What follows belongs to an exercise in optimizing a design on an open flow for small area; a production flow would make more cautious choices.
Only simulation tests tie the RTL to the original design; equivalence was not proved.

==> flow/design.v (outline; a module is shown in full before it is edited, if it fits) <==
// module mag_dig_top: 391 lines
// module mul24b: 777 lines
module mag_dig_top #(
  parameter ADC_BITS=10,
  parameter W=24,
  parameter FRAC=12,
  parameter LOG2_OSR_MAX=8
)(
  input                 clk,
  input                 rst_n,
  input  [ADC_BITS-1:0] adc_code,
  input                 adc_valid,
  input  [1:0]          mux_sel,
  input  sclk,
  input  cs_n,
  input  mosi,
  output miso,
  input  [31:0]         version_id
);
  // ...
==> flow/flow/run.sh <==
#!/bin/bash
# Own layout flow: the standard ORFS flow (standard.sh, standard synthesis) with two
# changes to how the layout is made:
#  - the port buffers are sky130_fd_sc_hd__buf_1 (every port still gets a buffer);
#  - clock tree synthesis adds no dummy loads (the H-tree is still balanced by its
#    clustering; no register's clock is delayed on purpose).
set -euo pipefail
export BUFFER_PORTS_ARGS="-buffer_cell sky130_fd_sc_hd__buf_1"
export CTS_ARGS="-sink_clustering_enable -repair_clock_nets -sink_clustering_size 34 -sink_clustering_max_diameter 70 -dont_use_dummy_load"
bash standard.sh finish > flow_standard.log 2>&1
==> flow/standard.sh <==
#!/bin/bash
# synth_recipe.tcl (not shown) runs the flow's synth.tcl, then flattens the netlist and writes it again
# the make line also repeats each setting of config.mk as NAME=value (left out here)
make -C /OpenROAD-flow-scripts/flow DESIGN_CONFIG=/design/flow/config.mk WORK_HOME=/design/flow/orfs CLKGATE_MAP_FILE= SYNTH_SCRIPT=/design/flow/synth_recipe.tcl "${@:-finish}"
==> flow/config.mk <==
export PLATFORM = sky130hd
export DESIGN_NAME = mag_dig_top
export DESIGN_NICKNAME = mag_dig_top
export VERILOG_FILES = /design/flow/design.v
export SDC_FILE = /design/flow/constraint.sdc
export NUM_CORES = 8
export LEC_CHECK = 0
export ABC_AREA = 1
export CAP_MARGIN = 20
export CORE_MARGIN = 2
export CORE_UTILIZATION = 45
export CTS_CLUSTER_DIAMETER = 70
export CTS_CLUSTER_SIZE = 34
export GPL_TIMING_DRIVEN = 1
export PLACE_DENSITY = 0.7
export SLEW_MARGIN = 20
==> flow/constraint.sdc <==
create_clock -name core_clock -period 55.0 [get_ports {clk}]
set_input_delay 11.0000 -clock core_clock [delete_from_list [all_inputs] [get_ports {clk}]]
set_output_delay 11.0000 -clock core_clock [all_outputs]
set_load 0.01 [all_outputs]
==> flow_metrics.tcl, run 1 <==
set metrics [dict create \
    yosys-top-cells-count "dfxtp_1 (1,551), nand2_1 (1,003), inv_1 (595)" \
    clock_skew_ns 0.142 \
    root_buffer "clkbuf_16" \
    post_cts_resize_count 0 \
    layout_commonest_cell "dfxtp_1" \
    cts_buffers 89 \
    area_growth_pct 7.55 \
    period_minus_slack_ns 25.00 \
    hpwl_um 168000 \
    hp-class "reg -> reg" \
    synth-edff-count 175 \
    crit_top_cell "fa_1" \
    finalSetupViolCount 0 \
    hold_start "LZ[254]$_DFF_P_" \
    synth_simple_gate_area_share_pct 10.6 \
    dp.cells 8055 \
    reg2regPathDepth 76 \
    r2r-start "rtC$_DFFE_PN0P_" \
    finish.instance_area_um2 70700 \
    status "complete, no violations" \
    synthFlopType "dfxtp_1" \
    dieArea_um2 149000 \
    regArea_um2 37600 \
    ys_ff_latch 1777 \
    antenna_cells 7 \
    wl_met1_um 91800 \
    critPathKind "reg -> reg" \
    avgSynthCellArea_um2 10.5 \
    cts_tree "done" \
    drive_gt1_share_pct 6.39 \
    met2_usage_pct 43.7 \
]
==> module mag_dig_top, before the edit <==
module mag_dig_top #(
  parameter ADC_BITS=10,
  parameter W=24,
  parameter FRAC=12,
  parameter LOG2_OSR_MAX=8
)(
  input                 clk,
  input                 rst_n,
  input  [ADC_BITS-1:0] adc_code,
  input                 adc_valid,
  input  [1:0]          mux_sel,
  input  sclk,
  input  cs_n,
  input  mosi,
  output miso,
  input  [31:0]         version_id
);
  reg  [3:0] ph;
  reg        sweep;
  wire [15:0] P = 16'd1 << ph;
  reg        rtC, rtR;         
  reg  [1:0] wax;              
  wire       rtCR = rtC | rtR;
  wire       adc_ok = adc_valid & (mux_sel != 2'd3);
  reg        bv;
  wire [1:0] bax;
  wire [9:0] bs;
  reg        rp;
  reg  [1:0] rpax;
  always @(posedge clk or negedge rst_n) begin
    if (!rst_n) begin
      ph <= 4'd0; sweep <= 1'b1;
      rtC <= 1'b0; rtR <= 1'b0; wax <= 2'd0;
      bv <= 1'b0;
    end else begin
      ph <= ph + 4'd1;
      if (P[15]) begin
        sweep <= 1'b0;
        if (bv | adc_ok) begin
          rtC <= 1'b1; rtR <= 1'b0; wax <= adc_ok ? mux_sel : bax;
        end else if (rp) begin
          rtC <= 1'b0; rtR <= 1'b1; wax <= rpax;
        end else begin
          rtC <= 1'b0; rtR <= 1'b0;
        end
      end
      if (adc_ok) bv <= 1'b1;
      else if (P[0] & rtC) bv <= 1'b0;
    end
  end
  reg        n50, n60, st;
  reg  [7:0] alpha, osr;
  reg        crc_error;
  reg  [2:0] slope24;           
  reg  [2:0] offs, gains;       
  reg  [383:0] LX, LY, LZ, G;
  reg  [1:0] cap_ax;
  reg        cap, cap_g, cap_o;    
  wire [1:0] lsel = rtCR ? wax : cap_ax;
  wire [23:0] HEAD  = (lsel == 2'd0) ? LX[360 +: 24] : (lsel == 2'd1) ? LY[360 +: 24] : LZ[360 +: 24];
  wire [23:0] NEXT  = (lsel == 2'd0) ? LX[336 +: 24] : (lsel == 2'd1) ? LY[336 +: 24] : LZ[336 +: 24];
  wire [23:0] NEXT2 = (lsel == 2'd0) ? LX[312 +: 24] : (lsel == 2'd1) ? LY[312 +: 24] : LZ[312 +: 24];
  wire [23:0] GH  = G[360 +: 24];
  wire [23:0] GN2 = G[312 +: 24];
  reg  [23:0] T;
  reg  [24:0] S;
  reg         ev_r, sl_r, cond_r, flo;
  reg         pyok;             
  wire        pyld;             
  reg  [23:0] OUT0, OUT1;
  reg  [24:0] OUT2;
  reg  [1:0]  dcnt;
  reg  [1:0]  mq;
  wire        mseq = (mq != 2'd0);
  reg         mab;              
  wire        mw = ~rtCR & ~mab & ~mseq & (dcnt != 2'd0);    
  reg  [23:0] MA, MB;
  reg         rnd;
  wire [35:0] PR;
  mul24b UMUL (.a(MA), .b(MB), .rnd(rnd), .p(PR));
  wire [23:0] rq = PR[35:12];
  wire [31:0] sq = PR[31:0];
  wire        alo = (alpha <= 8'd12);
  wire [4:0]  ash = alo ? (5'd12 - alpha[4:0]) : ((alpha >= 8'd23) ? 5'd1 : (5'd24 - alpha[4:0]));
  wire [23:0] Tsh = alo ? T : {{12{T[23]}}, T[23:12]};
  wire [4:0]  dsh = 5'd21 - {2'b0, osr[2:0]};
  wire [23:0] cwd_cp;
  wire        ocap = cap & cap_o & P[13];
  wire mrow = ~rtCR & ~mseq;
  wire [24:0] OSEL25 = ({25{(mq == 2'd1) | (ocap & (cap_ax == 2'd0)) | (mrow & (P[2] | P[3]))}} & sx25(OUT0)) |
                       ({25{(mq == 2'd2) | (ocap & (cap_ax == 2'd1)) | (mrow & (P[5] | P[6]))}} & sx25(OUT1)) |
                       ({25{(mq == 2'd3) | (ocap & (cap_ax == 2'd2)) | (mrow & (P[8] | P[10])) |
                            (rtCR & (P[12] | P[13] | P[14]))}} & OUT2);
  wire [23:0] OSEL = OSEL25[23:0];
  wire [4:0]  osh = P[0] ? dsh : ash;
  wire [23:0] OH  = 24'd1 << osh;
  wire mHEAD = rtCR & (P[0] | P[4]);
  wire mTSH  = rtCR & (P[7] | P[15]);
  wire mGN2  = rtCR & ~(P[0] | P[4] | P[7] | P[15]);
  wire mOSL  = mseq | ocap;
  wire mGH   = ~rtCR & ~mseq & ~ocap;
  wire nOH   = rtCR & (P[0] | P[7] | P[15]);
  wire nT    = rtCR & P[4];
  wire nX1B  = rtCR & P[9];
  wire nHEAD = rtCR & (P[10] | P[11] | P[12] | P[13] | P[14]);
  wire nPX   = ~rtCR & ~mseq & ~st & (P[1] | P[4] | P[7]);
  wire nPY   = ~rtCR & ~mseq & ~st & (P[2] | P[5] | P[8]);
  wire nPZ   = ~rtCR & ~mseq & ~st & (P[3] | P[6] | P[10]);
  always @* begin
    rnd = ~(mTSH | mOSL);
    MA = ({24{mHEAD}} & HEAD) | ({24{mTSH}} & Tsh) | ({24{mGN2}} & GN2) |
         ({24{mOSL}} & OSEL) | ({24{mGH}} & GH);
    MB = ({24{nOH}} & OH) | ({24{nT | nPX}} & T) | ({24{nX1B}} & cwd_cp) |
         ({24{nHEAD}} & HEAD) | ({24{nPY}} & SH) | ({24{nPZ}} & S[23:0]) |
         ({24{mOSL}} & OSEL);
  end
  reg  [31:0] A1, B1; reg sub1;
  function [31:0] radd32; input [31:0] a; input [31:0] b; input ci;
    integer i; reg c;
    begin c = ci; for (i = 0; i < 32; i = i + 1) begin radd32[i] = a[i] ^ b[i] ^ c; c = (a[i] & b[i]) | (c & (a[i] ^ b[i])); end end
  endfunction
  function [24:0] radd25; input [24:0] a; input [24:0] b; input ci;
    integer i; reg c;
    begin c = ci; for (i = 0; i < 25; i = i + 1) begin radd25[i] = a[i] ^ b[i] ^ c; c = (a[i] & b[i]) | (c & (a[i] ^ b[i])); end end
  endfunction
  wire [31:0] R1 = radd32(A1, sub1 ? ~B1 : B1, sub1);
  reg  [24:0] A2, B2; reg sub2;
  wire [24:0] R2 = radd25(A2, sub2 ? ~B2 : B2, sub2);
  wire [31:0] rq32 = {{8{rq[23]}}, rq};
  wire [24:0] rq25 = {rq[23], rq};
  function [24:0] sx25; input [23:0] v; sx25 = {v[23], v}; endfunction
  function [31:0] sx32; input [23:0] v; sx32 = {{8{v[23]}}, v}; endfunction
  function [23:0] sat25; input [24:0] v;
    sat25 = (v[24] ^ v[23]) ? (v[24] ? 24'h800000 : 24'h7FFFFF) : v[23:0];
  endfunction
  function carry24; input [23:0] a; input [23:0] b; input ci;
    integer i; reg c;
    begin c = ci; for (i = 0; i < 24; i = i + 1) c = (a[i] & b[i]) | (c & (a[i] ^ b[i])); carry24 = c; end
  endfunction
  wire        cond = carry24(GN2, T[23] ? T : ~T, ~T[23]);
  wire [20:0] s21 = {{11{bs[9]}}, bs};
  wire mprod = ~rtCR & ~mseq & (P[1] | P[2] | P[3] | P[4] | P[5] | P[6] | P[7] | P[8] | P[10]);
  wire a1S  = rtCR & (P[10] | P[11] | P[12]);
  wire a1M  = (mq == 2'd2) | (mq == 2'd3);    
  wire a1T  = rtCR & (P[8] | P[15]);
  wire b1rq = rtCR & (P[10] | P[11] | P[12] | (P[15] & cond_r));
  wire b1H  = rtCR & P[8];
  wire b1sq = mseq;
  wire a2H  = rtCR & (P[0] | P[1] | P[7] | P[9]);
  wire b2c1 = rtCR & P[1] & ~ev_r;
  wire b2c9 = rtCR & P[1] & ev_r;
  wire [24:0] a2Hm = ~(rtCR & P[1]) ? 25'h1FFFFFF : ev_r ? 25'h007FE00 : 25'h007FEFF;
  wire a2T  = rtCR & (P[3] | P[6]);
  wire a2N2 = rtCR & P[5];
  wire a2S2 = (rtCR & (P[12] | P[13] | P[14])) | (~rtCR & ~mseq & (P[2] | P[3] | P[5] | P[6] | P[8] | P[10]));
  wire b2s  = rtCR & P[0];
  wire b2H  = rtCR & (P[3] | (P[12] & n50));
  wire b2N  = rtCR & (P[5] | P[6]);
  wire b2T  = rtCR & P[12] & ~n50;
  wire b2rq = (rtCR & (P[9] | P[13] | P[14] | (P[7] & cond))) | mprod;
  always @* begin
    sub1 = rtCR & (P[11] | P[12] | P[15]);
    sub2 = rtCR & (P[3] | P[5] | P[6] | P[13] | P[14]);
    A1 = ({32{a1S}} & {{7{S[24]}}, S}) | ({32{a1M}} & {cmd, S[23:0]}) | ({32{a1T}} & sx32(T));
    B1 = ({32{b1rq}} & rq32) | ({32{b1H}} & sx32(HEAD)) | ({32{b1sq}} & sq);
    A2 = ({25{a2H}} & a2Hm & sx25(HEAD)) | ({25{a2T}} & sx25(T)) | ({25{a2N2}} & sx25(NEXT2)) | ({25{a2S2}} & OSEL25);
    B2 = ({25{b2s}} & sx25({s21, 3'b0})) | ({25{b2H}} & sx25(HEAD)) | ({25{b2N}} & sx25(NEXT)) |
         ({25{b2T}} & sx25(T)) | ({25{b2rq}} & rq25) | {15'd0, b2c9, 8'd0, b2c1};
  end
  wire [7:0]  omask = (8'd1 << osr[2:0]) - 8'd1;
  wire        ev = rtC & (osr[7:3] == 5'd0) & (NEXT[7:0] == omask);
  wire        sl = ev & (NEXT[18:9] == 10'h3FF);
  wire w_R2  = (P[0] & ~ev) | P[1] | P[5] | P[7];
  wire w_N   = P[6] | P[11] | P[13] | (P[9] & ~flo);
  wire w_N2  = P[8] | (P[9] & flo);
  assign cwd_cp = ({24{w_N}} & NEXT) | ({24{w_N2}} & NEXT2);
  wire w_T   = P[2] | P[10];
  wire w_S1  = P[12] | P[15];
  wire w_S2  = P[14];
  wire [23:0] cwd = ({24{w_R2}} & R2[23:0]) | cwd_cp |
                    ({24{w_T}} & T) | {23'd0, P[2] & n50} |
                    ({24{w_S1}} & sat25(R1[24:0])) | ({24{w_S2}} & sat25(R2));
  wire cwe = rtCR & ((rtC & (P[0] | P[1])) | (ev_r & (P[2] | P[7] | P[8] | P[9] | P[10] | P[11] | P[12] | P[13] | P[14])) |
                     (sl_r & (P[5] | P[6])) | P[15]);
  always @(posedge clk) begin
    if (rtCR) begin
      if (P[0]) begin ev_r <= ev; sl_r <= sl; end
      if (P[2]) flo <= HEAD[0];
      if (P[0] | (P[2] & ~ev_r) | P[3] | P[4] | P[6])
        T <= ({24{P[0] | P[4]}} & rq) | ({24{P[2]}} & {HEAD[23:5], 5'd0}) | ({24{P[3] | P[6]}} & R2[23:0]);
      if (P[7]) cond_r <= cond & ev_r;
      if (P[8] | P[10] | P[11]) S <= R1[24:0];
      if (P[9] | P[12] | P[13]) OUT2 <= R2;
    end else begin
      ev_r <= 1'b0; sl_r <= 1'b0;
      if (P[0]) T <= n60 ? LX[47:24] : n50 ? LX[95:72] : LX[23:0];
      if (mw & (P[1] | P[2] | P[3]))  OUT0 <= sat25(R2);
      if (mw & (P[4] | P[5] | P[6]))  OUT1 <= sat25(R2);
      if (mw & (P[7] | P[8] | P[10])) OUT2 <= sx25(sat25(R2));
    end
    if ((mq == 2'd1) | (mq == 2'd2)) S <= R1[24:0];
    if (pyld) S <= {1'b0, LZ[23:0]};
  end
  reg sclk_d, sclk_dd, cs_d;
  wire srise = sclk_d & ~sclk_dd & ~cs_d;
  wire sfall = ~sclk_d & sclk_dd & ~cs_d;
  reg  [5:0]  fc;
  reg  [7:0]  cmd;
  reg  [7:0]  lf;
  reg         rwr;           
  reg  [23:0] SH;
  reg         miso_r;
  assign miso = miso_r;
  wire        rw = rwr;
  reg         wp;
  wire        wp_g;
  wire [1:0]  wp_ax;
  wire [3:0]  wp_slot;
  reg  [3:0]  cap_slot;
  wire        land  = wp & (ph == wp_slot);
  wire        lland = land & ~wp_g;
  wire        gland = land & wp_g;
  function [7:0] crc_step; input [7:0] r; input b;
    reg fb; begin fb = b ^ r[7]; crc_step = {r[6:2], r[1] ^ fb, r[0] ^ fb, fb}; end
  endfunction
  wire        crc_in = (fc < 6'd8 || !rw) ? mosi : miso_r;
  wire [7:0]  lf_next = crc_step((fc == 6'd0) ? 8'd0 : lf, crc_in);
  assign bs  = {lf[1:0], cmd};
  assign bax = lf[3:2];
  wire [6:0]  ra = {cmd[5:0], mosi};
  reg  [31:0] rv;          
  reg         rring;       
  reg         rg;          
  reg  [1:0]  rax;
  reg  [3:0]  rslot;
  reg         rsgn_l;      
  reg         ro;          
  always @* begin
    rv = 32'd0; rring = 1'b0; rg = 1'b0; ro = 1'b0; rax = ra[1:0]; rslot = 4'd0; rsgn_l = 1'b0;
    case (ra)
      7'h00: rv = 32'h4D41474D;
      7'h01: rv = version_id;
      7'h02: rv = {28'd0, st, n60, n50, 1'b0};
      7'h04: rv = {crc_error, 31'd0};
      7'h19: rv = {24'd0, alpha};
      7'h1A: rv = {24'd0, osr};
      7'h50: begin rring = 1'b1; ro = 1'b1; rslot = 4'd13; rsgn_l = OUT0[23]; end
      7'h51: begin rring = 1'b1; ro = 1'b1; rslot = 4'd13; rsgn_l = OUT1[23]; end
      7'h52: begin rring = 1'b1; ro = 1'b1; rslot = 4'd13; rsgn_l = OUT2[23]; end
      7'h10, 7'h11, 7'h12: begin rring = 1'b1; rslot = 4'd3; rsgn_l = offs[ra[1:0]]; end
      7'h14, 7'h15, 7'h16: begin rring = 1'b1; rslot = 4'd4; rsgn_l = gains[ra[1:0]]; end
      7'h40, 7'h41, 7'h42: begin rring = 1'b1; rslot = 4'd5; rsgn_l = slope24[ra[1:0]]; end
      7'h18: begin rring = 1'b1; rg = 1'b1; rslot = 4'd9;  end
      7'h1B: begin rring = 1'b1; rg = 1'b1; rslot = 4'd12; end
      7'h1C: begin rring = 1'b1; rg = 1'b1; rslot = 4'd14; end
      7'h1D: begin rring = 1'b1; rg = 1'b1; rslot = 4'd13; end
      7'h1E: begin rring = 1'b1; rg = 1'b1; rslot = 4'd11; end
      7'h1F: begin rring = 1'b1; rg = 1'b1; rslot = 4'd0;  end
      7'h20: begin rring = 1'b1; rg = 1'b1; rslot = 4'd15; end
      7'h30: begin rring = 1'b1; rg = 1'b1; rslot = 4'd1;  end
      7'h31: begin rring = 1'b1; rg = 1'b1; rslot = 4'd2;  end
      7'h32: begin rring = 1'b1; rg = 1'b1; rslot = 4'd3;  end
      7'h33: begin rring = 1'b1; rg = 1'b1; rslot = 4'd4;  end
      7'h34: begin rring = 1'b1; rg = 1'b1; rslot = 4'd5;  end
      7'h35: begin rring = 1'b1; rg = 1'b1; rslot = 4'd6;  end
      7'h36: begin rring = 1'b1; rg = 1'b1; rslot = 4'd7;  end
      7'h37: begin rring = 1'b1; rg = 1'b1; rslot = 4'd8;  end
      7'h38: begin rring = 1'b1; rg = 1'b1; rslot = 4'd10; end
      default: ;
    endcase
  end
  wire [3:0]  gpos = ph + 4'd15 - rslot;
  wire [15:0] gmsb = {G[383], G[359], G[335], G[311], G[287], G[263], G[239], G[215],
                      G[191], G[167], G[143], G[119], G[95],  G[71],  G[47],  G[23]};
  wire        gsgn = gmsb[gpos];
  wire        rsgn = rg ? gsgn : rsgn_l;
  wire [6:0]  wa = cmd[6:0];
  reg         wring, wg;
  reg  [3:0]  wslot;
  always @* begin
    wring = 1'b1; wg = 1'b1; wslot = 4'd0;
    case (wa)
      7'h10, 7'h11, 7'h12: begin wg = 1'b0; wslot = 4'd3; end
      7'h14, 7'h15, 7'h16: begin wg = 1'b0; wslot = 4'd4; end
      7'h18: wslot = 4'd9;
      7'h1B: wslot = 4'd12;
      7'h1C: wslot = 4'd14;
      7'h1D: wslot = 4'd13;
      7'h1E: wslot = 4'd11;
      7'h1F: wslot = 4'd0;
      7'h20: wslot = 4'd15;
      7'h30: wslot = 4'd1;
      7'h31: wslot = 4'd2;
      7'h32: wslot = 4'd3;
      7'h33: wslot = 4'd4;
      7'h34: wslot = 4'd5;
      7'h35: wslot = 4'd6;
      7'h36: wslot = 4'd7;
      7'h37: wslot = 4'd8;
      7'h38: wslot = 4'd10;
      default: wring = 1'b0;
    endcase
  end
  wire commit_cyc = srise & (fc == 6'd47) & ~rw;
  wire rd_dec = ~cs_n & srise & (fc == 6'd7) & cmd[6];
  wire rd53   = rd_dec & (ra == 7'h53);
  wire cmd_ld = rd_dec & ~rd53;
  wire cmd_sh = ~cs_n & ~rd_dec & ((srise & (fc < 6'd8)) | (sfall & rw & (fc >= 6'd8) & (fc < 6'd16)));
  wire sh_ld  = rd_dec & ~rring & ~rd53;
  wire sh_cap = cap & (ph == cap_slot);
  wire shbusy = (~cs_n & (fc >= 6'd8)) | wp | cap | rd_dec | mseq;
  assign pyld = ~shbusy & (n60 ? P[15] : n50 ? P[13] : P[0]);
  wire sh_sh  = ~cs_n & ~sh_cap & ((srise & ~rw & (fc >= 6'd8) & (fc < 6'd40)) | (sfall & rw & (fc >= 6'd16) & (fc < 6'd40)));
  assign wp_g = wg;
  assign wp_ax = wa[1:0];
  assign wp_slot = wslot;
  wire crc_ok = (lf_next == 8'd0);
  always @(posedge clk or negedge rst_n) begin
    if (!rst_n) begin
      sclk_d <= 1'b0; sclk_dd <= 1'b0; cs_d <= 1'b1;
      n50 <= 1'b0; n60 <= 1'b0; st <= 1'b0;
      alpha <= 8'd18; osr <= 8'd3; crc_error <= 1'b0;
      wp <= 1'b0; cap <= 1'b0; rp <= 1'b0; mq <= 2'd0; mab <= 1'b1; pyok <= 1'b0; dcnt <= 2'd2;
      offs <= 3'd0; gains <= 3'd0; slope24 <= 3'd0;
    end else begin
      sclk_d <= sclk; sclk_dd <= sclk_d; cs_d <= cs_n;
      mq <= rd53 ? 2'd1 : mseq ? mq + 2'd1 : 2'd0;
      if ((commit_cyc & crc_ok & (wa == 7'h02)) | gland) dcnt <= 2'd2;
      else if (P[15] & rtCR) begin if (dcnt == 2'd0) dcnt <= 2'd1; end
      else if (P[15] & ~mab & ~mseq & (dcnt != 2'd0)) dcnt <= dcnt - 2'd1;
      if (rd53 | shbusy) mab <= 1'b1;
      else if (P[0] & ~mseq & (pyok | pyld)) mab <= 1'b0;
      if (shbusy) pyok <= 1'b0;
      else if (pyld) pyok <= 1'b1;
      if (commit_cyc) begin
        crc_error <= ~crc_ok;
        if (crc_ok) begin
          if (wa == 7'h02) begin n50 <= SH[2]; n60 <= SH[3]; st <= SH[4]; end
          if (wa == 7'h19) alpha <= SH[7:0];
          if (wa == 7'h1A) osr <= SH[7:0];
          if (wring) wp <= 1'b1;
        end
      end
      if (land) wp <= 1'b0;
      if (lland) begin
        rp <= 1'b1; rpax <= wp_ax;
        if (wp_slot == 4'd3) offs[wp_ax] <= SH[23];
        else gains[wp_ax] <= SH[23];
      end else if (P[15] & ~(bv | adc_ok)) rp <= 1'b0;
      if (srise & (fc == 6'd7) & cmd[6] & rring) begin
        cap <= 1'b1; cap_g <= rg; cap_o <= ro; cap_ax <= ra[1:0]; cap_slot <= rslot;
      end else if (cap & (ph == cap_slot)) cap <= 1'b0;
      if (rtCR & P[5] & sl_r) slope24[wax] <= R2[24];
    end
  end
  always @(posedge clk) begin
    if (cs_n) begin
      fc <= 6'd0;
      if (adc_ok) lf[3:0] <= {mux_sel, ~adc_code[9], adc_code[8]};
    end else begin
      if (srise) begin
        fc <= fc + 6'd1;
        if (fc == 6'd7) rwr <= cmd[6];
        if (fc < 6'd40 || !rw) lf <= lf_next;
      end
      if (sfall && rw) begin
        if (fc >= 6'd8 && fc < 6'd16) miso_r <= cmd[7];
        else if (fc >= 6'd16 && fc < 6'd40) miso_r <= SH[23];
        else if (fc >= 6'd40 && fc < 6'd48) begin miso_r <= lf[7]; lf <= {lf[6:0], 1'b0}; end
      end
    end
    if (cmd_ld | cmd_sh | mseq | adc_ok)
      cmd <= ({8{cmd_ld & rring}} & {8{rsgn}}) | ({8{cmd_ld & ~rring}} & rv[31:24]) | ({8{cmd_sh}} & {cmd[6:0], mosi}) |
             ({8{adc_ok}} & adc_code[7:0]) |
             ({8{mseq}} & R1[31:24]);
    if (sh_ld | sh_cap | sh_sh | (mq == 2'd3) | pyld)
      SH <= ({24{sh_ld}} & rv[23:0]) | ({24{pyld}} & LY[23:0]) | ({24{mq == 2'd3}} & R1[23:0]) | ({24{sh_cap & (cap_g | cap_o)}} & MA) | ({24{sh_cap & ~cap_g & ~cap_o}} & HEAD) |
            ({24{sh_sh}} & {SH[22:0], mosi});
  end
  wire [23:0] BUS = ({24{~sweep}} & (cwd | ({24{lland}} & SH))) | {11'd0, sweep & P[4], 12'd0};
  wire weX = sweep | (cwe & (wax == 2'd0)) | (lland & (wp_ax == 2'd0));
  wire weY = sweep | (cwe & (wax == 2'd1)) | (lland & (wp_ax == 2'd1));
  wire weZ = sweep | (cwe & (wax == 2'd2)) | (lland & (wp_ax == 2'd2));
  wire [23:0] Gin = ({24{~sweep & gland}} & SH) | ({24{~sweep & ~gland}} & GH);
  always @(posedge clk) begin
    LX <= {LX[359:0], weX ? BUS : LX[360 +: 24]};
    LY <= {LY[359:0], weY ? BUS : LY[360 +: 24]};
    LZ <= {LZ[359:0], weZ ? BUS : LZ[360 +: 24]};
    G  <= {G[359:0], Gin};
  end
endmodule
==> inputs of run 2 (changes only) <==
--- a/flow/design.v
+++ b/flow/design.v
@@ -146,11 +146,11 @@
   wire b1rq = rtCR & (P[10] | P[11] | P[12] | (P[15] & cond_r));
   wire b1H  = rtCR & P[8];
   wire b1sq = mseq;
-  wire a2H  = rtCR & (P[0] | P[1] | P[7] | P[9]);
+  wire a2H  = rtCR & (P[0] | P[1] | (P[2] & ~ev_r) | P[7] | P[9]);
   wire b2c1 = rtCR & P[1] & ~ev_r;
   wire b2c9 = rtCR & P[1] & ev_r;
-  wire [24:0] a2Hm = ~(rtCR & P[1]) ? 25'h1FFFFFF : ev_r ? 25'h007FE00 : 25'h007FEFF;
-  wire a2T  = rtCR & (P[3] | P[6]);
+  wire [24:0] a2Hm = (rtCR & P[2]) ? 25'h1FFFFE0 : ~(rtCR & P[1]) ? 25'h1FFFFFF : ev_r ? 25'h007FE00 : 25'h007FEFF;
+  wire a2T  = rtCR & (P[3] | P[6] | P[10] | (P[2] & ev_r));
   wire a2N2 = rtCR & P[5];
   wire a2S2 = (rtCR & (P[12] | P[13] | P[14])) | (~rtCR & ~mseq & (P[2] | P[3] | P[5] | P[6] | P[8] | P[10]));
   wire b2s  = rtCR & P[0];
@@ -170,15 +170,14 @@
   wire [7:0]  omask = (8'd1 << osr[2:0]) - 8'd1;
   wire        ev = rtC & (osr[7:3] == 5'd0) & (NEXT[7:0] == omask);
   wire        sl = ev & (NEXT[18:9] == 10'h3FF);
-  wire w_R2  = (P[0] & ~ev) | P[1] | P[5] | P[7];
+  wire w_R2  = (P[0] & ~ev) | P[1] | P[2] | P[5] | P[7] | P[10];
   wire w_N   = P[6] | P[11] | P[13] | (P[9] & ~flo);
   wire w_N2  = P[8] | (P[9] & flo);
   assign cwd_cp = ({24{w_N}} & NEXT) | ({24{w_N2}} & NEXT2);
-  wire w_T   = P[2] | P[10];
   wire w_S1  = P[12] | P[15];
   wire w_S2  = P[14];
   wire [23:0] cwd = ({24{w_R2}} & R2[23:0]) | cwd_cp |
-                    ({24{w_T}} & T) | {23'd0, P[2] & n50} |
+                    {23'd0, P[2] & n50} |
                     ({24{w_S1}} & sat25(R1[24:0])) | ({24{w_S2}} & sat25(R2));
   wire cwe = rtCR & ((rtC & (P[0] | P[1])) | (ev_r & (P[2] | P[7] | P[8] | P[9] | P[10] | P[11] | P[12] | P[13] | P[14])) |
                      (sl_r & (P[5] | P[6])) | P[15]);
@@ -187,7 +186,7 @@
       if (P[0]) begin ev_r <= ev; sl_r <= sl; end
       if (P[2]) flo <= HEAD[0];
       if (P[0] | (P[2] & ~ev_r) | P[3] | P[4] | P[6])
-        T <= ({24{P[0] | P[4]}} & rq) | ({24{P[2]}} & {HEAD[23:5], 5'd0}) | ({24{P[3] | P[6]}} & R2[23:0]);
+        T <= ({24{P[0] | P[4]}} & rq) | ({24{P[2] | P[3] | P[6]}} & R2[23:0]);
       if (P[7]) cond_r <= cond & ev_r;
       if (P[8] | P[10] | P[11]) S <= R1[24:0];
       if (P[9] | P[12] | P[13]) OUT2 <= R2;
--- a/flow/flow/run.sh
+++ b/flow/flow/run.sh
@@ -6,5 +6,5 @@
 #    clustering; no register's clock is delayed on purpose).
 set -euo pipefail
 export BUFFER_PORTS_ARGS="-buffer_cell sky130_fd_sc_hd__buf_1"
-export CTS_ARGS="-sink_clustering_enable -repair_clock_nets -sink_clustering_size 34 -sink_clustering_max_diameter 70 -dont_use_dummy_load"
+export CTS_ARGS="-sink_clustering_enable -repair_clock_nets -sink_clustering_size 31 -sink_clustering_max_diameter 84 -dont_use_dummy_load"
 bash standard.sh finish > flow_standard.log 2>&1
--- a/flow/config.mk
+++ b/flow/config.mk
@@ -9,8 +9,8 @@
 export CAP_MARGIN = 20
 export CORE_MARGIN = 2
 export CORE_UTILIZATION = 45
-export CTS_CLUSTER_DIAMETER = 70
-export CTS_CLUSTER_SIZE = 34
+export CTS_CLUSTER_DIAMETER = 84
+export CTS_CLUSTER_SIZE = 28
 export GPL_TIMING_DRIVEN = 1
-export PLACE_DENSITY = 0.7
+export PLACE_DENSITY = 0.6
 export SLEW_MARGIN = 20
==> run 2 against run 1 <==
Net effect:
- still clean on timing, DRC and antenna
- cell count down 0.49%
- core utilization increased by 0.059 points
- via count decreased by 2.4%
- count of clock-buffer cells in the layout is 9 lower
- sequential cell count unchanged
- global-route usage grew 0.78 points
==> flow_metrics.tcl, run 2 <==
set metrics [dict create \
    start_util_pct 45.4 \
    synthAdderAreaFrac_pct 10.3 \
    cp_slowest_cell "nand2_1" \
    synth_xor_area_share_pct 4.93 \
    grtUsageTotal_pct 31.8 \
    grt_first_pass_wirelength_um 333000 \
    synth_top_family_by_area "compound AO/OA/AOI/OAI gates" \
    seq_area_frac_synth_pct 57.5 \
    dp.cells 8023 \
    crit_start "rtC$_DFFE_PN0P_" \
    drt_iter0_markers 5335 \
    cts_buffer_depth 3 \
    grt_pass1_vias 44700 \
    n_fill_cell 13300 \
    synth_simple_gate_area_share_pct 11.0 \
    drive_gt1_share_pct 5.90 \
    mostFrequentLayoutCells "dfxtp_1 (1,551), nand2_1 (1,098), inv_1 (547)" \
    port-buffer-count 50 \
    slew_headroom_pct 22.9 \
    dr.pass1.iters 6 \
    cts_buffers 80 \
    clk_latency_ns 0.76 \
    cts_tree "done" \
    die_w_um 385 \
    root_buffer "clkbuf_16" \
    reg2regPathDepth 76 \
    hold_violations 0 \
    crit_top_cell "fa_1" \
    drt.antenna.violating_nets 0 \
    overflow 0 \
    setup_tns_ns 0 \
    ys_warn_count 2 \
    status "complete, no violations" \
    critPathMaxFanout 47 \
    worst_ep_required_time_ns 55.61 \
    r2r-start "rtC$_DFFE_PN0P_" \
    layout_commonest_cell "dfxtp_1" \
    synth-edff-count 175 \
    synthFlopType "dfxtp_1" \
    max_freq_ghz 0.0382 \
    dieArea_um2 148000 \
    min_period_over_period_pct 47.6 \
    worstPathArrival_ns 26.78 \
    synth.most_common_cell "dfxtp_1" \
    ys_types 71 \
    hp-class "reg -> reg" \
    vias 47000 \
    synth.area.top_cells "dfxtp_1 (47%), fa_1 (8.5%), edfxtp_1 (8.0%)" \
    die_h_um 385 \
    pin_count 51 \
    yosys.area.top_type "dfxtp_1" \
    globalplace.congestion 1.04 \
    avgSynthCellArea_um2 10.5 \
    hpwl_um 172000 \
    worstSetupEndpointType "flip-flop" \
    cts_setup_buffers 0 \
    drv_slew 0 \
    yosys-top-cells-count "dfxtp_1 (1,551), nand2_1 (1,100), inv_1 (551)" \
    crit_path_start_kind "flip-flop" \
    antenna_found_initial 16 \
    yosysTopAreaCellShare_pct 47.5 \
    ys_ff_latch 1777 \
    tightest_slew_ns 1.14 \
    synthMuxAreaShare_pct 0.0497 \
    clock_skew_ns 0.0971 \
    period_minus_slack_ns 26.17 \
    rsz0062_at_grt "no" \
    htreeDepth 3 \
    regToRegSetupSlack_ns 28.83 \
    drc 0 \
    wl_per_cell_um 29.3 \
    critPathKind "reg -> reg" \
    netlist_area_um2 65400 \
    core_region_area_um2 144000 \
    synth_nets 6646 \
    synthArstFlopShare_pct 2.87 \
    grt_max_degree 57 \
    synth_compound_area_share_pct 11.1 \
    path_clk_slew_ns 0.11 \
    finalNonFillerCells 8111 \
    critical_path.max_stage_delay_ns 0.74 \
    area_growth_pct 7.12 \
    netlist_instances 6226 \
    post_cts_resize_count 0 \
    wirelength_um 238000 \
    cts_sinks 1777 \
    fin_nets 6623 \
    finalSetupViolCount 0 \
    drv_cap 0 \
    viasPerCell 5.80 \
    ctsHoldBuffers 0 \
    num_rows 139 \
]
[run 2: final cells by class]
cell class / instances / area (µm²) / share of cell area (%)
tap: 1903 / 2380 / 3.40
inverter: 600 / 2260 / 3.22
sequential: 1777 / 37600 / 53.6
timing repair buffer: 184 / 1210 / 1.73
antenna: 7 / 17.5 / 0.0250
clock buffer: 80 / 2000 / 2.86
multi-input combinational: 3560 / 24600 / 35.1
[run 2: worst min-delay path by stage]
stage	startpoint	end	slack, ns	depth (start not counted)
after CTS	G[271]$_DFF_P_	G[295]$_DFF_P_	0.28	0
after global routing	LY[31]$_DFF_P_	LY[55]$_DFF_P_	0.29	0
after global placement	LY[98]$_DFF_P_	LY[122]$_DFF_P_	0.31	0
after floorplan	G[76]$_DFF_P_	G[100]$_DFF_P_	0.31	0
after detailed placement	G[295]$_DFF_P_	G[319]$_DFF_P_	0.31	0
final	G[271]$_DFF_P_	G[295]$_DFF_P_	0.27	0
[run 2: cell families after synthesis]
kind of cell | after synthesis
flops | 1777
simple gates | 1693
compound gates | 1126
buf+inv | 889
fa+ha+maj | 370
xor+xnor | 368
mux | 3
[run 2: metal layers]
layer	part of all wire, %	routed length [µm]	track usage [%]
met1	40	94100	41.5
met2	42	101000	47.2
met3	10	24400	7.75
met4	7.7	18200	20.5
met5	0.032	75	0
[run 2: per-stage QoR]
stage | worst slack [ns] | hold slack (ns) | util (%) | instance area (µm²)
2_1_floorplan | 33.22 | 0.310 | - | 65400
3_3_place_gp | 29.40 | 0.310 | 47.2 | 68000
3_5_place_dp | 29.13 | 0.312 | 47.2 | 68000
4_1_cts | 29.08 | 0.279 | 48.6 | 70000
5_1_grt | 27.58 | 0.288 | 48.7 | 70100
6_report | 28.83 | 0.273 | 48.7 | 70100
[run 2: worst max-delay path, delay by kind of cell (launching register included)]
family / cells / cell delay (ns)
fa+ha+maj: 41 / 15.86
buf+inv: 8 / 3.33
compound gates: 12 / 2.99
xor+xnor: 6 / 1.68
simple gates: 9 / 1.63
flops: 1 / 0.47
==> inputs of run 3 (changes only) <==
--- a/flow/flow/run.sh
+++ b/flow/flow/run.sh
@@ -6,5 +6,5 @@
 #    clustering; no register's clock is delayed on purpose).
 set -euo pipefail
 export BUFFER_PORTS_ARGS="-buffer_cell sky130_fd_sc_hd__buf_1"
-export CTS_ARGS="-sink_clustering_enable -repair_clock_nets -sink_clustering_size 31 -sink_clustering_max_diameter 84 -dont_use_dummy_load"
+export CTS_ARGS="-sink_clustering_enable -repair_clock_nets -sink_clustering_size 28 -sink_clustering_max_diameter 84 -dont_use_dummy_load"
 bash standard.sh finish > flow_standard.log 2>&1
--- a/flow/config.mk
+++ b/flow/config.mk
@@ -8,9 +8,9 @@
 export ABC_AREA = 1
 export CAP_MARGIN = 20
 export CORE_MARGIN = 2
-export CORE_UTILIZATION = 45
+export CORE_UTILIZATION = 40
 export CTS_CLUSTER_DIAMETER = 84
 export CTS_CLUSTER_SIZE = 28
 export GPL_TIMING_DRIVEN = 1
-export PLACE_DENSITY = 0.6
+export PLACE_DENSITY = 0.55
 export SLEW_MARGIN = 20
==> run 3 against run 2 <==
Net effect:
- critical path depth decreased by 3
- routed wire length rose by 1.4%
- synthesized area unchanged
==> flow_metrics.tcl, run 3 <==
set metrics [dict create \
    worstPathArrival_ns 25.48 \
    die_w_um 408 \
    fin_nets 6631 \
    antenna_found_initial 14 \
    critical_path.max_stage_delay_ns 0.72 \
    core_region_area_um2 163000 \
    netlist_instances 6226 \
    critPathKind "reg -> reg" \
    drt.antenna.violating_nets 0 \
    grt_pass1_vias 44900 \
    htreeDepth 3 \
    wl_per_cell_um 28.8 \
    wirelength_um 241000 \
    ys_types 71 \
    hpwl_um 177000 \
    dr.pass1.iters 8 \
    crit_path_start_kind "flip-flop" \
    yosys.area.top_type "dfxtp_1" \
    clock_skew_ns 0.127 \
    setup_tns_ns 0 \
    globalplace.congestion 1.01 \
    pin_count 51 \
    drv_slew 0 \
    post_cts_resize_count 0 \
    overflow 0 \
    synthFlopType "dfxtp_1" \
    area_growth_pct 7.97 \
    drv_cap 0 \
    dieArea_um2 167000 \
    grt_first_pass_wirelength_um 339000 \
    synthArstFlopShare_pct 2.87 \
    ctsHoldBuffers 0 \
    start_util_pct 40.2 \
    max_freq_ghz 0.0403 \
    cts_sinks 1777 \
    yosysTopAreaCellShare_pct 47.5 \
    path_clk_slew_ns 0.10 \
    cts_buffers 88 \
    yosys-top-cells-count "dfxtp_1 (1,551), nand2_1 (1,100), inv_1 (551)" \
    crit_top_cell "fa_1" \
    grt_max_degree 66 \
    critPathTopFamily "adder cells" \
    grtUsageTotal_pct 28.4 \
    synth.area.top_cells "dfxtp_1 (47%), fa_1 (8.5%), edfxtp_1 (8.0%)" \
    status "complete, no violations" \
    cp_slowest_cell "inv_1" \
    viasPerCell 5.55 \
    port-buffer-count 50 \
    slew_headroom_pct 13.3 \
    cts_buffer_depth 3 \
    cts_tree "done" \
    rsz0062_at_grt "no" \
    hp-class "reg -> reg" \
    finalNonFillerCells 8391 \
    period_minus_slack_ns 24.79 \
    synth-edff-count 175 \
    num_rows 148 \
    drc 0 \
    seq_area_frac_synth_pct 57.5 \
    ys_warn_count 2 \
    cp.buffers_inverters 5 \
    tightest_slew_ns 1.29 \
    hold_violations 0 \
    synth_nets 6646 \
    n_fill_cell 15700 \
    synth.most_common_cell "dfxtp_1" \
    ys_ff_latch 1777 \
    mostFrequentLayoutCells "dfxtp_1 (1,551), nand2_1 (1,097), inv_1 (551)" \
    die_h_um 408 \
    finalSetupViolCount 0 \
    min_period_over_period_pct 45.1 \
    dp.cells 8295 \
    cts_setup_buffers 0 \
    drt_iter0_markers 5619 \
    drive_gt1_share_pct 6.06 \
    netlist_area_um2 65400 \
    clk_latency_ns 0.76 \
    worst_ep_required_time_ns 55.69 \
    layout_commonest_cell "dfxtp_1" \
    vias 46600 \
    worstSetupEndpointType "flip-flop" \
    root_buffer "clkbuf_16" \
    avgSynthCellArea_um2 10.5 \
    critPathMaxFanout 36 \
]
run 3: final cells by class:
cell class / count / area (µm²) / share of cell area [%]
Clock buffer: 88 / 2200 / 3.12
Timing Repair Buffer: 184 / 1210 / 1.72
Inverter: 600 / 2260 / 3.20
Multi-Input combinational cell: 3560 / 24600 / 34.9
Tap cell: 2175 / 2720 / 3.85
Antenna cell: 7 / 17.5 / 0.0248
Sequential cell: 1777 / 37600 / 53.2
run 3: per-stage QoR:
stage          area, µm²  setup slack (ns)  util [%]  hold slack (ns)
6_report           70600             30.21      43.4            0.268
5_1_grt            70600             29.09      43.4            0.269
4_1_cts            70600             30.21      43.4            0.272
3_5_place_dp       68400             30.28      42.1            0.312
3_3_place_gp       68400             30.46      42.1            0.310
2_1_floorplan      65400             33.22         -            0.310
run 3: path summary, 6_finish.rpt:
path | from | slack (ns) | depth (start not counted) | endpoint
setup / recovery | rtC$_DFFE_PN0P_ | 30.21 | 73 | flip-flop
hold / removal | LZ[294]$_DFF_P_ | 0.27 | 0 | LZ[318]$_DFF_P_
setup reg to reg | rtC$_DFFE_PN0P_ | 30.21 | 73 | flip-flop
hold reg to reg | LZ[294]$_DFF_P_ | 0.27 | 0 | LZ[318]$_DFF_P_
max in group asynchronous | rst_n | 44.02 | 2 | alpha[3]$_DFFE_PN0P_
min in group asynchronous | rst_n | 10.38 | 2 | sclk_d$_DFF_PN0_
run 3: cells by family after synthesis:
logic type	share of synthesized area, %
DFF	57.5
and+or+nand+nor	11.0
AOI/OAI and AO/OA	11.1
buffers and inverters	5.24
adders and majority gates	10.3
xor gates and xnor gates	4.93
muxes	0.0497
run 3: layer usage:
metal / wire (µm) / vias up / GRT usage [%]
li1: - / 20500 / -
met1: 99100 / 23200 / 37.3
met2: 105000 / 2386 / 43.4
met3: 20200 / 565 / 5.88
met4: 16800 / 0 / 16.7
met5: 0 / - / 0
==> inputs of run 4 (changes only) <==
--- a/flow/config.mk
+++ b/flow/config.mk
@@ -8,9 +8,9 @@
 export ABC_AREA = 1
 export CAP_MARGIN = 20
 export CORE_MARGIN = 2
-export CORE_UTILIZATION = 40
+export CORE_UTILIZATION = 45
 export CTS_CLUSTER_DIAMETER = 84
 export CTS_CLUSTER_SIZE = 28
 export GPL_TIMING_DRIVEN = 1
-export PLACE_DENSITY = 0.55
+export PLACE_DENSITY = 0.6
 export SLEW_MARGIN = 20
==> run 4 against run 3 <==
Net effect:
- maximum frequency shrank 5.3%
- clock skew down 0.018 ns
- non-clock buffer count unchanged
- first-iteration DRC count increased by 2.1%
- synthesized cell count stayed put
- die area shrank 11%
- core utilization rose by 5.3 points
- register-to-register slack got worse by 1.4 ns
- global-route usage increased by 3.4 points
- still clean on timing, DRC and antenna
==> flow_metrics.tcl, run 4 <==
set metrics [dict create \
    cts_buffer_depth 3 \
    ys_types 71 \
    synth.most_common_cell "dfxtp_1" \
    period_minus_slack_ns 26.18 \
    netlist_instances 6226 \
    die_h_um 385 \
    setup_tns_ns 0 \
    yosysTopAreaCellShare_pct 47.5 \
    grt_pass1_vias 44800 \
    met2_usage_pct 47.4 \
    cts_sinks 1777 \
    synth.area.top_cells "dfxtp_1 (47%), fa_1 (8.5%), edfxtp_1 (8.0%)" \
    ys_warn_count 2 \
    start_util_pct 45.4 \
    grt_max_degree 57 \
    synthFlopType "dfxtp_1" \
    vias 46800 \
    globalplace.congestion 1.04 \
    min_period_over_period_pct 47.6 \
    hold_violations 0 \
    finish.instance_area_um2 70200 \
    pin_count 51 \
    worst_ep_required_time_ns 55.66 \
    num_rows 139 \
    grt_use_met3_pct 7.49 \
    crit_path_start_kind "flip-flop" \
    wl_per_cell_um 29.4 \
    root_buffer "clkbuf_16" \
    drive_gt1_share_pct 5.96 \
    clk_latency_ns 0.78 \
    cts_setup_buffers 0 \
    seq_area_frac_synth_pct 57.5 \
    avgSynthCellArea_um2 10.5 \
    grtUsageTotal_pct 31.8 \
    drv_slew 0 \
    fin_util_pct 48.7 \
    dieArea_um2 148000 \
    htreeDepth 3 \
    path_clk_slew_ns 0.09 \
    critPathMaxFanout 47 \
    worstSetupEndpointType "flip-flop" \
    fin_nets 6627 \
    port-buffer-count 50 \
    yosys-top-cells-count "dfxtp_1 (1,551), nand2_1 (1,100), inv_1 (551)" \
    ys_ff_latch 1777 \
    grt_first_pass_wirelength_um 333000 \
    synthArstFlopShare_pct 2.87 \
    post_cts_resize_count 0 \
    viasPerCell 5.77 \
    max_freq_ghz 0.0382 \
    wirelength_um 238000 \
    drt_iter0_markers 5738 \
    rsz0062_at_grt "no" \
    slew_headroom_pct 24.0 \
    drv_cap 0 \
    dpl_cell_area_um2 68000 \
    tightest_slew_ns 1.13 \
    crit_top_cell "fa_1" \
    holdWs_ns 0.267 \
    synth-edff-count 175 \
    n_fill_cell 13300 \
    grt_util_met1_pct 41.7 \
    area_growth_pct 7.29 \
    drt.antenna.violating_nets 0 \
    die_w_um 385 \
    critPathKind "reg -> reg" \
    cp_slowest_cell "nand2_1" \
    worstPathArrival_ns 26.84 \
    cts_buffers 84 \
    drc 0 \
    finalSetupViolCount 0 \
    top_usage_layer "met2" \
    hp-class "reg -> reg" \
    antenna_found_initial 20 \
    mostFrequentLayoutCells "dfxtp_1 (1,551), nand2_1 (1,098), inv_1 (547)" \
    clock_skew_ns 0.108 \
    critical_path.max_stage_delay_ns 0.73 \
    layout_commonest_cell "dfxtp_1" \
    hpwl_um 172000 \
    synth_nets 6646 \
    yosys.area.top_type "dfxtp_1" \
    cts_tree "done" \
    core_region_area_um2 144000 \
    ctsHoldBuffers 0 \
    netlist_area_um2 65400 \
    dr.pass1.iters 6 \
    status "complete, no violations" \
    overflow 0 \
]
run 4: cell count changes in the layout (fill, tap and decap cells not counted), moves of 2 or more:
cell | before | now
clkinv_1 | 11 | 14
o21ai_4 | 3 | 1
inv_1 | 551 | 547
nor2_2 | 10 | 8
o21ai_2 | 2 | 4
clkbuf_16 | 88 | 84
run 4: layout make-up:
| cell class | instances | area [µm²] | area share [%] |
|---|---|---|---|
| Timing Repair Buffer | 184 | 1210 | 1.73 |
| Clock buffer | 84 | 2100 | 3.00 |
| Sequential cell | 1777 | 37600 | 53.6 |
| Inverter | 600 | 2260 | 3.22 |
| Multi-Input combinational cell | 3560 | 24600 | 35.1 |
| Antenna cell | 8 | 20.0 | 0.0285 |
| Tap cell | 1903 | 2380 | 3.39 |
run 4: worst max-delay path, delay by kind of cell (launching register included):
kind            cells  cell delay [ns]
buf+inv             8             3.34
simple gates        9             1.68
xor+xnor            6             1.70
flops               1             0.46
compound gates     12             3.00
fa+ha+maj          41            15.86
run 4: per-stage QoR:
step / setup WS [ns] / instances
after floorplan: 33.22 / 6226
after global placement: 29.40 / 8022
after detailed placement: 29.13 / 8023
after CTS: 29.11 / 8107
after global routing: 27.58 / 8110
final: 28.82 / 8116
run 4: final timing paths:
check / startpoint / end / slack [ns] / depth (start not counted)
min: G[271]$_DFF_P_ / G[295]$_DFF_P_ / 0.27 / 0
max: rtC$_DFFE_PN0P_ / flip-flop / 28.82 / 76
min in group asynchronous: rst_n / bv$_DFFE_PN0P_ / 10.42 / 2
max reg2reg: rtC$_DFFE_PN0P_ / flip-flop / 28.82 / 76
max in group asynchronous: rst_n / alpha[5]$_DFFE_PN0P_ / 44.03 / 2
min reg2reg: G[271]$_DFF_P_ / G[295]$_DFF_P_ / 0.27 / 0
run 4: kinds of logic after synthesis:
kind of cell             after synthesis  synth area share [%]
flip-flops                          1777                  57.5
XOR/XNOR                             368                  4.93
buffers and inverters                889                  5.24
AND/OR/NAND/NOR                     1693                  11.0
adder cells (fa/ha/maj)              370                  10.3
AO/OA/AOI/OAI                       1126                  11.1
multiplexers                           3                0.0497
run 4: routing by layer:
| layer | vias up | share of wire [%] | wire length (µm) |
|---|---|---|---|
| met2 | 2741 | 43 | 102000 |
| met1 | 22900 | 40 | 94800 |
| li1 | 20500 | - | - |
| met4 | 26 | 7.5 | 17800 |
| met3 | 700 | 10 | 23800 |
| met5 | - | 0.072 | 172 |
==> inputs of run 5 (changes only) <==
==> flow/flow/run.sh (replaced) <==
#!/bin/bash
# Own layout flow: the standard ORFS flow (standard.sh) with these changes to how
# the layout is made (synthesis is the standard one, run first and unchanged):
#  - the port buffers are sky130_fd_sc_hd__buf_1 (every port still gets a buffer);
#  - clock tree synthesis adds no dummy loads (the H-tree is still balanced by its
#    clustering; no register's clock is delayed on purpose);
#  - after synthesis, the resizer may only use the small buffers buf_1 / buf_2 when it
#    repairs slew and capacitance.
set -euo pipefail
bash standard.sh synth > flow_synth.log 2>&1
export BUFFER_PORTS_ARGS="-buffer_cell sky130_fd_sc_hd__buf_1"
export CTS_ARGS="-sink_clustering_enable -repair_clock_nets -sink_clustering_size 28 -sink_clustering_max_diameter 84 -dont_use_dummy_load"
export DONT_USE_CELLS="sky130_fd_sc_hd__buf_4 sky130_fd_sc_hd__buf_6 sky130_fd_sc_hd__buf_8 sky130_fd_sc_hd__buf_12 sky130_fd_sc_hd__buf_16 sky130_fd_sc_hd__bufbuf_8 sky130_fd_sc_hd__bufbuf_16"
bash standard.sh finish > flow_standard.log 2>&1
==> run 5 against run 4 <==
Net effect:
- cell count is the same
- final area did not move
- clock skew stayed put
- global-route usage unchanged
- largest cell class unchanged
==> flow_metrics.tcl, run 5 <==
set metrics [dict create \
    drv_slew 0 \
    netlist_instances 6226 \
    worstSetupEndpointType "flip-flop" \
    status "complete, no violations" \
    drt_iter0_markers 5738 \
    setup_ws_ns 28.82 \
    worstPathArrival_ns 26.84 \
    dpl_cell_area_um2 68000 \
    vias 46800 \
    synthArstFlopShare_pct 2.87 \
    ctsHoldBuffers 0 \
    wl_per_cell_um 29.4 \
    overflow 0 \
    hpwl_um 172000 \
    port-buffer-count 50 \
    met3_length_um 23800 \
    wl_met1_um 94800 \
    fin_nets 6627 \
    area_growth_pct 7.29 \
    drv_cap 0 \
    cts_setup_buffers 0 \
    yosys-top-cells-count "dfxtp_1 (1,551), nand2_1 (1,100), inv_1 (551)" \
    synthFlopType "dfxtp_1" \
    hp-class "reg -> reg" \
    cp_slowest_cell "nand2_1" \
    drt.antenna.violating_nets 0 \
    dr.pass1.iters 6 \
    cts_sinks 1777 \
    grt_max_degree 57 \
    crit_top_cell "fa_1" \
    htreeDepth 3 \
    finish.instance_area_um2 70200 \
    globalplace.congestion 1.04 \
    post_cts_resize_count 0 \
    period_minus_slack_ns 26.18 \
    seq_area_frac_synth_pct 57.5 \
    cts_tree "done" \
    yosys.area.top_type "dfxtp_1" \
    synth.most_common_cell "dfxtp_1" \
    cp.buffers_inverters 8 \
    netlist_area_um2 65400 \
    top_layer "met5" \
    die_w_um 385 \
    wirelength_um 238000 \
    drc 0 \
    synth-edff-count 175 \
    critPathKind "reg -> reg" \
    grt_pass1_vias 44800 \
    critPathTopFamily "adder cells" \
    rsz0062_at_grt "no" \
    clk_latency_ns 0.78 \
    hold_violations 0 \
    die_h_um 385 \
    finalNonFillerCells 8116 \
    cts_buffers 84 \
    drive_gt1_share_pct 5.96 \
    clock_skew_ns 0.108 \
    min_period_over_period_pct 47.6 \
    antenna_found_initial 20 \
    ys_types 71 \
    ys_warn_count 2 \
    max_freq_ghz 0.0382 \
    root_buffer "clkbuf_16" \
    cts_buffer_depth 3 \
    num_rows 139 \
    tightest_slew_ns 1.13 \
    layout_commonest_cell "dfxtp_1" \
    path_clk_slew_ns 0.09 \
    synth.area.top_cells "dfxtp_1 (47%), fa_1 (8.5%), edfxtp_1 (8.0%)" \
    setup_tns_ns 0 \
    place_ws_ns 29.13 \
    finalSetupViolCount 0 \
    slew_headroom_pct 24.0 \
    fin_util_pct 48.7 \
    mostFrequentLayoutCells "dfxtp_1 (1,551), nand2_1 (1,098), inv_1 (547)" \
    yosysTopAreaCellShare_pct 47.5 \
    synth_nets 6646 \
    start_util_pct 45.4 \
    grtUsageTotal_pct 31.8 \
    avgSynthCellArea_um2 10.5 \
    grt_first_pass_wirelength_um 333000 \
    viasPerCell 5.77 \
    core_region_area_um2 144000 \
    critPathMaxFanout 47 \
    wl_met2_um 102000 \
    ys_ff_latch 1777 \
    critical_path.max_stage_delay_ns 0.73 \
    dieArea_um2 148000 \
    dp.cells 8023 \
    crit_path_start_kind "flip-flop" \
    worst_ep_required_time_ns 55.66 \
    pin_count 51 \
]
[run 5: cell counts after synthesis]
No cell type changed its count.
[run 5: worst paths after layout]
check | end | cells past startpoint | slack (ns) | from
max in group asynchronous | alpha[5]$_DFFE_PN0P_ | 2 | 44.03 | rst_n
min in group asynchronous | bv$_DFFE_PN0P_ | 2 | 10.42 | rst_n
hold / removal | G[295]$_DFF_P_ | 0 | 0.27 | G[271]$_DFF_P_
setup / recovery | flip-flop | 76 | 28.82 | rtC$_DFFE_PN0P_
hold reg to reg | G[295]$_DFF_P_ | 0 | 0.27 | G[271]$_DFF_P_
setup reg to reg | flip-flop | 76 | 28.82 | rtC$_DFFE_PN0P_
[run 5: final cells by class]
class	instances	area (µm²)
Timing Repair Buffer	184	1210
Inverter	600	2260
Clock buffer	84	2100
Tap cell	1903	2380
Sequential cell	1777	37600
Fill cell	13300	73800
Antenna cell	8	20.0
Multi-Input combinational cell	3560	24600
[run 5: logic make-up (layout without fill, tap and decap cells)]
logic type	after synthesis	in the layout	share of synthesized area, %
other	0	8	0
multiplexers	3	3	0.0497
flip-flops	1777	1777	57.5
AO/OA/AOI/OAI	1126	1126	11.1
adder cells (fa/ha/maj)	370	370	10.3
XOR/XNOR	368	368	4.93
buffers and inverters	889	868	5.24
AND/OR/NAND/NOR	1693	1693	11.0
[run 5: per-stage QoR]
step	hold WS (ns)
2_1_floorplan	0.310
3_3_place_gp	0.310
3_5_place_dp	0.312
4_1_cts	0.272
5_1_grt	0.272
6_report	0.267
[run 5: layer usage]
| layer | GRT usage (%) | vias to the layer above |
|---|---|---|
| li1 | - | 20500 |
| met1 | 41.7 | 22900 |
| met2 | 47.4 | 2741 |
| met3 | 7.49 | 700 |
| met4 | 19.9 | 26 |
| met5 | 0 | - |
==> inputs of run 6 (changes only) <==
==> flow/flow/run.sh (replaced) <==
#!/bin/bash
# Own layout flow: the standard ORFS flow (standard.sh) with these changes to how
# the layout is made (synthesis is the standard one, run first and unchanged):
#  - the port buffers are sky130_fd_sc_hd__buf_1 (every port still gets a buffer);
#  - clock tree synthesis adds no dummy loads (the H-tree is still balanced by its
#    clustering; no register's clock is delayed on purpose);
#  - after synthesis, the resizer may only use the small buffers buf_1 / buf_2 when it
#    repairs slew and capacitance (the platform's own don't-use list is kept).
set -euo pipefail
bash standard.sh synth > flow_synth.log 2>&1
export BUFFER_PORTS_ARGS="-buffer_cell sky130_fd_sc_hd__buf_1"
export CTS_ARGS="-sink_clustering_enable -repair_clock_nets -sink_clustering_size 28 -sink_clustering_max_diameter 84 -dont_use_dummy_load"
DU="sky130_fd_sc_hd__probe_p_8 sky130_fd_sc_hd__probec_p_8 sky130_fd_sc_hd__lpflow_bleeder_1 sky130_fd_sc_hd__lpflow_clkbufkapwr_1 sky130_fd_sc_hd__lpflow_clkbufkapwr_16 sky130_fd_sc_hd__lpflow_clkbufkapwr_2 sky130_fd_sc_hd__lpflow_clkbufkapwr_4 sky130_fd_sc_hd__lpflow_clkbufkapwr_8 sky130_fd_sc_hd__lpflow_clkinvkapwr_1 sky130_fd_sc_hd__lpflow_clkinvkapwr_16 sky130_fd_sc_hd__lpflow_clkinvkapwr_2 sky130_fd_sc_hd__lpflow_clkinvkapwr_4 sky130_fd_sc_hd__lpflow_clkinvkapwr_8 sky130_fd_sc_hd__lpflow_decapkapwr_12 sky130_fd_sc_hd__lpflow_decapkapwr_3 sky130_fd_sc_hd__lpflow_decapkapwr_4 sky130_fd_sc_hd__lpflow_decapkapwr_6 sky130_fd_sc_hd__lpflow_decapkapwr_8 sky130_fd_sc_hd__lpflow_inputiso0n_1 sky130_fd_sc_hd__lpflow_inputiso0p_1 sky130_fd_sc_hd__lpflow_inputiso1n_1 sky130_fd_sc_hd__lpflow_inputiso1p_1 sky130_fd_sc_hd__lpflow_inputisolatch_1 sky130_fd_sc_hd__lpflow_isobufsrc_1 sky130_fd_sc_hd__lpflow_isobufsrc_16 sky130_fd_sc_hd__lpflow_isobufsrc_2 sky130_fd_sc_hd__lpflow_isobufsrc_4 sky130_fd_sc_hd__lpflow_isobufsrc_8 sky130_fd_sc_hd__lpflow_isobufsrckapwr_16 sky130_fd_sc_hd__lpflow_lsbuf_lh_hl_isowell_tap_1 sky130_fd_sc_hd__lpflow_lsbuf_lh_hl_isowell_tap_2 sky130_fd_sc_hd__lpflow_lsbuf_lh_hl_isowell_tap_4 sky130_fd_sc_hd__lpflow_lsbuf_lh_isowell_4 sky130_fd_sc_hd__lpflow_lsbuf_lh_isowell_tap_1 sky130_fd_sc_hd__lpflow_lsbuf_lh_isowell_tap_2 sky130_fd_sc_hd__lpflow_lsbuf_lh_isowell_tap_4  sky130_fd_sc_hd__buf_4 sky130_fd_sc_hd__buf_6 sky130_fd_sc_hd__buf_8 sky130_fd_sc_hd__buf_12 sky130_fd_sc_hd__buf_16 sky130_fd_sc_hd__bufbuf_8 sky130_fd_sc_hd__bufbuf_16"
bash standard.sh finish "DONT_USE_CELLS=$DU" > flow_standard.log 2>&1
--- a/flow/config.mk
+++ b/flow/config.mk
@@ -6,11 +6,11 @@
 export NUM_CORES = 8
 export LEC_CHECK = 0
 export ABC_AREA = 1
-export CAP_MARGIN = 20
+export CAP_MARGIN = 10
 export CORE_MARGIN = 2
 export CORE_UTILIZATION = 45
 export CTS_CLUSTER_DIAMETER = 84
 export CTS_CLUSTER_SIZE = 28
 export GPL_TIMING_DRIVEN = 1
 export PLACE_DENSITY = 0.6
-export SLEW_MARGIN = 20
+export SLEW_MARGIN = 10
==> run 6 against run 5 <==
Net effect:
- non-clock buffer count up 16
- die area unchanged
- first-iteration DRC count up 7.0%
- sequential share of layout area up 0.30 points
- synthesized area unchanged
- synthesized cell count unchanged
- core utilization down 0.27 points
- highest routed layer unchanged
==> flow_metrics.tcl, run 6 <==
set metrics [dict create \
    drv_cap 0 \
    worstSetupEndpointType "flip-flop" \
    cts_sinks 1777 \
    seq_area_frac_synth_pct 57.5 \
    crit_path_start_kind "flip-flop" \
    hp-class "reg -> reg" \
    globalplace.congestion 1.07 \
    grt_first_pass_wirelength_um 338000 \
    netlist_instances 6226 \
    start_util_pct 45.4 \
    pin_count 51 \
    post_cts_resize_count 0 \
    top_layer "met5" \
    cts_setup_buffers 0 \
    viasPerCell 5.83 \
    worst_ep_required_time_ns 55.66 \
    max_freq_ghz 0.0384 \
    yosys.area.top_type "dfxtp_1" \
    ys_types 71 \
    n_fill_cell 13300 \
    wl_met2_um 103000 \
    die_w_um 385 \
    cts_tree "done" \
    regToRegSetupSlack_ns 28.95 \
    path_clk_slew_ns 0.09 \
    ctsHoldBuffers 0 \
    dr.pass1.iters 7 \
    period_minus_slack_ns 26.05 \
    wl_met1_um 97100 \
    overflow 0 \
    fin_nets 6643 \
    root_buffer "clkbuf_16" \
    num_rows 139 \
    crit_start "rtC$_DFFE_PN0P_" \
    yosys-top-cells-count "dfxtp_1 (1,551), nand2_1 (1,100), inv_1 (551)" \
    status "complete, no violations" \
    critical_path.max_stage_delay_ns 0.83 \
    finalNonFillerCells 8131 \
    ys_ff_latch 1777 \
    synthFlopType "dfxtp_1" \
    wl_per_cell_um 29.8 \
    critPathKind "reg -> reg" \
    drt_iter0_markers 6141 \
    grtUsageTotal_pct 32.3 \
    finalSetupViolCount 0 \
    hpwl_um 183000 \
    avgSynthCellArea_um2 10.5 \
    drv_slew 0 \
    cp_slowest_cell "inv_1" \
    core_region_area_um2 144000 \
    drive_gt1_share_pct 5.00 \
    r2r-start "rtC$_DFFE_PN0P_" \
    synthArstFlopShare_pct 2.87 \
    synth-edff-count 175 \
    port-buffer-count 50 \
    antenna_found_initial 15 \
    vias 47400 \
    regArea_um2 37600 \
    multiInputGateArea_um2 24600 \
    die_h_um 385 \
    cts_buffers 84 \
    synth_nets 6646 \
    hold_violations 0 \
    rsz0062_at_grt "no" \
    drc 0 \
    slew_headroom_pct 9.13 \
    layout_commonest_cell "dfxtp_1" \
    cts_buffer_depth 3 \
    ys_warn_count 2 \
    clock_skew_ns 0.109 \
]
[run 6: path summary, 6_finish.rpt]
| path | cells after the start | to |
|---|---|---|
| worst max-delay path | 74 | flip-flop |
| worst min-delay path | 0 | LZ[103]$_DFF_P_ |
| worst max register to register | 74 | flip-flop |
| worst min register to register | 0 | LZ[103]$_DFF_P_ |
| max in group asynchronous | 2 | mq[0]$_DFF_PN0_ |
| min in group asynchronous | 1 | offs[1]$_DFFE_PN0P_ |
[run 6: cell type report]
class | count | share of cell area, %
Sequential cell | 1777 | 53.9
Antenna cell | 7 | 0.0251
Timing Repair Buffer | 200 | 1.21
Multi-Input combinational cell | 3560 | 35.2
Inverter | 600 | 3.23
Clock buffer | 84 | 3.01
Tap cell | 1903 | 3.41
[run 6: per-stage QoR]
| stage | worst slack, ns | cell area [µm²] | util (%) |
|---|---|---|---|
| finish | 28.95 | 69800 | 48.5 |
| floorplan | 33.22 | 65400 | - |
| detailed placement | 29.40 | 67700 | 47.0 |
| global route | 28.08 | 69800 | 48.5 |
| global placement | 29.85 | 67700 | 47.0 |
| CTS | 29.40 | 69800 | 48.5 |
[run 6: routing by layer]
layer / GRT usage (%) / vias to the layer above
met3: 7.32 / 772
met5: 0 / -
li1: - / 20500
met1: 42.9 / 23200
met2: 48.1 / 2933
met4: 19.5 / 12
[run 6: cell families (layout without fill, tap and decap cells)]
kind of cell / after synthesis / in the layout / share of synthesized area, %
simple gates: 1693 / 1693 / 11.0
flops: 1777 / 1777 / 57.5
compound gates: 1126 / 1126 / 11.1
other cells: 0 / 7 / 0
buf+inv: 889 / 884 / 5.24
fa+ha+maj: 370 / 370 / 10.3
mux: 3 / 3 / 0.0497
xor+xnor: 368 / 368 / 4.93
[run 6: worst max-delay path: cells and delay by family, from the launching register on]
family | cells | cell delay, ns
adder cells (fa/ha/maj) | 41 | 16.02
flip-flops | 1 | 0.46
buffers and inverters | 7 | 2.68
AO/OA/AOI/OAI | 11 | 2.93
AND/OR/NAND/NOR | 9 | 2.26
XOR/XNOR | 6 | 1.53

[separate check: timing with driven ports]
How much do the figures lean on ideal ports? The routed layouts below were timed once more, with nothing changed but the port constraints.
Step 1: set_driving_cell puts a clkbuf_16 on clk and a buf_2 on each other input, an assumption about the parent block.
Step 2 adds t to the input delays and takes it off the output delays; t is the mean of the earliest and latest rising clock arrival at the registers after step 1. Input paths then give back, and output paths get back, about the clock's delay inside the block.
Three values: ideal, step 1, step 2; two values: the first two.
| run | t, ns | setup slack, ns | worst setup path after step 2 |
|---|---|---|---|
| run 1 | 0.777 | 30.003 / 30.003 / 30.003 | register to register |
| run 2 | 0.797 | 28.831 / 28.831 / 28.831 | register to register |
| run 3 | 0.777 | 30.212 / 30.212 / 30.212 | register to register |
| run 4 | 0.811 | 28.821 / 28.821 / 28.821 | register to register |
| run 5 | 0.811 | 28.821 / 28.821 / 28.821 | register to register |
| run 6 | 0.780 | 28.951 / 28.951 / 28.951 | register to register |
After both steps setup and hold are still met in every run listed.
